Background: an optimization exercise with open tools, aiming at small area. Do not read the settings as production practice. At most, simulation tests tie the RTL to the original design; equivalence was not proved.

## algorithm_top
module algorithm_top (
  input  logic        clk,
  input  logic        rst_n,
  input  logic        s_valid,
  output logic        s_ready,
  input  logic [11:0] s_data,
  output logic        m_valid,
  input  logic        m_ready,
  output logic [15:0] m_data
);
  algorithm_core u_core (
    .clk      (clk),
    .rst_n    (rst_n),
    .s_valid  (s_valid),
    .s_ready  (s_ready),
    .s_data   (s_data),
    .m_valid  (m_valid),
    .m_ready  (m_ready),
    .m_data   (m_data)
  );
endmodule
Size in the first run: ~1,300 cells after synthesis, ~34 I/O pins, roughly 22,000 µm² of cells after synthesis.
clock: 6.0 ns
lec_check: 0
cap_margin: 20
core_margin: 2
core_utilization: 60
gpl_timing_driven: 0
setup_slack_margin: 0.2
slew_margin: 20
standard.sh (not shown) runs the stock make flow with config.mk's settings and CLKGATE_MAP_FILE= SYNTH_SCRIPT=/design/flow/synth_recipe.tcl, a recipe that flattens the netlist after the stock synthesis.
==> flow/flow/run.sh <==
#!/bin/bash
# Own layout flow: the standard synthesis, then a netlist clean-up (flow/netopt.py:
# history-register input muxes as a22o cells, fewer inverters around full adders),
# then the standard layout steps with a leaner clock tree.
set -euo pipefail
HERE=$(pwd)
R=$HERE/orfs/results/sky130hd/algorithm_top/base
CTS="CTS_ARGS=-sink_clustering_enable -repair_clock_nets -dont_use_dummy_load -sink_clustering_size 16 -sink_clustering_max_diameter 60 -buf_list sky130_fd_sc_hd__clkbuf_8 -root_buf sky130_fd_sc_hd__clkbuf_16"
bash standard.sh synth > synth_std.log 2>&1
cp $R/1_2_yosys.v $HERE/1_2_yosys.std.v
python3 flow/netopt.py $HERE/1_2_yosys.std.v $R/1_2_yosys.v > netopt.log 2>&1
rm -f $R/1_synth.odb $R/1_synth.sdc
bash standard.sh synth > synth_odb.log 2>&1
bash standard.sh "$CTS" "BUFFER_PORTS_ARGS=-buffer_cell sky130_fd_sc_hd__buf_1" finish > layout.log 2>&1
Other scripts of this flow, unchanged in this note and not shown: flow/flow/netopt.py
The starting point produced a clean layout.
Next try:
--- a/flow/flow/run.sh
+++ b/flow/flow/run.sh
@@ -8 +8 @@
-CTS="CTS_ARGS=-sink_clustering_enable -repair_clock_nets -dont_use_dummy_load -sink_clustering_size 16 -sink_clustering_max_diameter 60 -buf_list sky130_fd_sc_hd__clkbuf_8 -root_buf sky130_fd_sc_hd__clkbuf_16"
+CTS="CTS_ARGS=-sink_clustering_enable -repair_clock_nets -dont_use_dummy_load -sink_clustering_size 22 -sink_clustering_max_diameter 60 -buf_list sky130_fd_sc_hd__clkbuf_16 -root_buf sky130_fd_sc_hd__clkbuf_16"
Global-route usage is about the same.
Worst hold slack is worse by 0.015 ns.
Worst setup slack got worse by 0.029 ns.
Area after synthesis stays the same.
Sequential share of layout area decreases by 0.24 points.
Routed wire length barely changes.
Cell count stays flat.
Synthesized cell count is unchanged.
Final area increases by 0.83%.

========
## oak
Another version of the RTL of algorithm_top (not shown whole).
Size: roughly 2300 cells after synthesis, roughly 210 flip-flops, roughly 34 I/O pins, ~25000 um2 of cells after synthesis.
// algorithm_top
module algorithm_top (
  input  logic        clk,
  input  logic        rst_n,
  input  logic        s_valid,
  output logic        s_ready,
  input  logic [11:0] s_data,
  output logic        m_valid,
  input  logic        m_ready,
  output logic [15:0] m_data
);
Settings: LEC_CHECK=0, CAP_MARGIN=20, CORE_MARGIN=2, CORE_UTILIZATION=40, SLEW_MARGIN=20; clock period 6.0 ns.
run.sh (not shown) runs the stock make flow with config.mk's settings and CLKGATE_MAP_FILE= SYNTH_SCRIPT=/design/flow/synth_recipe.tcl, a recipe that flattens the netlist after the stock synthesis.
Stock flow here: none of the scripts above is used.
oak finished all stages; however, its layout fails the closing checks, the failures being negative setup slack.
[inputs] pine vs oak
==> flow/flow/run.sh (new file) <==
#!/bin/bash
set -e
bash standard.sh > standard.log 2>&1
==> flow/standard.sh (new file) <==
#!/bin/bash
# synth_recipe.tcl (not shown) runs the flow's synth.tcl, then flattens the netlist and writes it again
# the make line also repeats each setting of config.mk as NAME=value (left out here)
make -C /OpenROAD-flow-scripts/flow DESIGN_CONFIG=/design/flow/config.mk WORK_HOME=/design/flow/orfs CLKGATE_MAP_FILE= SYNTH_SCRIPT=/design/flow/synth_recipe.tcl "${@:-finish}"
removed: flow/run.sh
[summary]
Finished, but not clean: pine, with negative setup slack.
Diff oak -> pine: width of the die neither gained nor lost much; area occupied by registers neither gained nor lost much; wire length neither gained nor lost much.
Taking oak as the reference, in pine area after synthesis barely changed, tightest hold margin barely changed.
Function was not checked in any run of this note: the RTL went through the layout flow alone.

========
Another version of the RTL of algorithm_top (not shown whole).
For scale: ~0.022 mm2 of cells after synthesis.
==> flow/design.v (excerpt) <==
module algorithm_top (
  input  logic        clk,
  input  logic        rst_n,
  input  logic        s_valid,
  output logic        s_ready,
  input  logic [11:0] s_data,
  output logic        m_valid,
  input  logic        m_ready,
  output logic [15:0] m_data
);
  algorithm_core u_core (
    .clk      (clk),
    .rst_n    (rst_n),
    .s_valid  (s_valid),
    .s_ready  (s_ready),
    .s_data   (s_data),
    .m_valid  (m_valid),
    .m_ready  (m_ready),
    .m_data   (m_data)
  );
endmodule
export LEC_CHECK = 0
export CAP_MARGIN = 20
export CORE_MARGIN = 2
export CORE_UTILIZATION = 60
export GPL_TIMING_DRIVEN = 0
export SETUP_SLACK_MARGIN = 0.1
export SLEW_MARGIN = 20
create_clock -name core_clock -period 6.0 [get_ports {clk}]
standard.sh (not shown) runs the stock make flow with config.mk's settings and CLKGATE_MAP_FILE= SYNTH_SCRIPT=/design/flow/synth_recipe.tcl, a recipe that flattens the netlist after the stock synthesis.
==> flow/flow/run.sh <==
#!/bin/bash
# Own layout flow: the standard synthesis, then a netlist clean-up (flow/netopt.py:
# history-register input muxes as a22o cells, fewer inverters around full adders),
# then the standard layout steps with a leaner clock tree.
set -euo pipefail
HERE=$(pwd)
R=$HERE/orfs/results/sky130hd/algorithm_top/base
CTS="CTS_ARGS=-sink_clustering_enable -repair_clock_nets -dont_use_dummy_load -sink_clustering_size 16 -sink_clustering_max_diameter 60 -buf_list sky130_fd_sc_hd__clkbuf_8 -root_buf sky130_fd_sc_hd__clkbuf_16"
bash standard.sh synth > synth_std.log 2>&1
cp $R/1_2_yosys.v $HERE/1_2_yosys.std.v
python3 flow/netopt.py $HERE/1_2_yosys.std.v $R/1_2_yosys.v > netopt.log 2>&1
rm -f $R/1_synth.odb $R/1_synth.sdc
bash standard.sh synth > synth_odb.log 2>&1
bash standard.sh "$CTS" "BUFFER_PORTS_ARGS=-buffer_cell sky130_fd_sc_hd__buf_1" finish > layout.log 2>&1
Other scripts of this flow, unchanged in this note and not shown: flow/flow/netopt.py
Rerun with:
- SETUP_SLACK_MARGIN: 0.1 -> 0.2
=>
- maximum frequency increases slightly
- via count barely changes
- cell area barely changes
- first-iteration DRC count increases by a little under a tenth
- synthesized area is unchanged
- routed wire length increases slightly
- worst setup slack improves by 0.11 ns
- utilization stays flat
Rerun with:
- SETUP_SLACK_MARGIN: 0.2 -> unset
- wire length decreases by 0.98%
- synthesized area is unchanged
- setup slack is worse by 0.14 ns
Rerun with:
--- a/flow/flow/run.sh
+++ b/flow/flow/run.sh
@@ -7,3 +7,3 @@
 R=$HERE/orfs/results/sky130hd/algorithm_top/base
-CTS="CTS_ARGS=-sink_clustering_enable -repair_clock_nets -dont_use_dummy_load -sink_clustering_size 16 -sink_clustering_max_diameter 60 -buf_list sky130_fd_sc_hd__clkbuf_8 -root_buf sky130_fd_sc_hd__clkbuf_16"
+CTS="CTS_ARGS=-sink_clustering_enable -repair_clock_nets -dont_use_dummy_load -sink_clustering_size 8 -sink_clustering_max_diameter 40 -buf_list sky130_fd_sc_hd__clkbuf_4 -root_buf sky130_fd_sc_hd__clkbuf_16"
 bash standard.sh synth > synth_std.log 2>&1
- SETUP_SLACK_MARGIN: unset -> 0.2
=> The new run passed the timing, DRC and antenna checks. Worst setup slack is better by 0.17 ns. Sequential cell count is unchanged. Final cell count climbs by 0.93%. Synthesized area stays the same. Die area stays the same. Critical path depth goes down by 1. Wire length went up by 1.1%.

re-timing with driven ports:
How much do the figures lean on ideal ports? The routed layouts below were timed once more, with nothing changed but the port constraints. Step 1 assumes that a clkbuf_16 drives the clock port and a buf_2 every other input. Step 2, shift: input delay + t, output delay - t, t = (earliest + latest rising clock arrival at the registers) / 2. This alone moves slack from input paths to output paths. Slacks: ideal ports / drivers / drivers and shift; pairs: ideal ports / drivers.
run | t, ns | setup WS [ns] | worst setup path at the end | latest minus earliest clock arrival (ns) | cell pins on the clock port's net
the first run of note 1 | 0.577 | 0.315 / 0.315 / 0.315 | register to register | 0.068 / 0.068 | 1
the second run of note 1 | 0.600 | 0.286 / 0.286 / 0.286 | register to register | 0.056 / 0.056 | 1
oak | 0.657 | -3.774 / -3.774 / -3.774 | register to register | 0.022 / 0.023 | 1
pine | 0.657 | -3.774 / -3.774 / -3.774 | register to register | 0.022 / 0.023 | 1
the first run of note 3 | 0.559 | 0.132 / 0.132 / 0.132 | register to register | 0.068 / 0.068 | 1
the second run of note 3 | 0.552 | 0.240 / 0.240 / 0.240 | register to register | 0.062 / 0.062 | 1
the third run of note 3 | 0.557 | 0.099 / 0.099 / 0.099 | register to register | 0.068 / 0.068 | 1
the fourth run of note 3 | 0.551 | 0.268 / 0.268 / 0.268 | register to register | 0.076 / 0.076 | 1
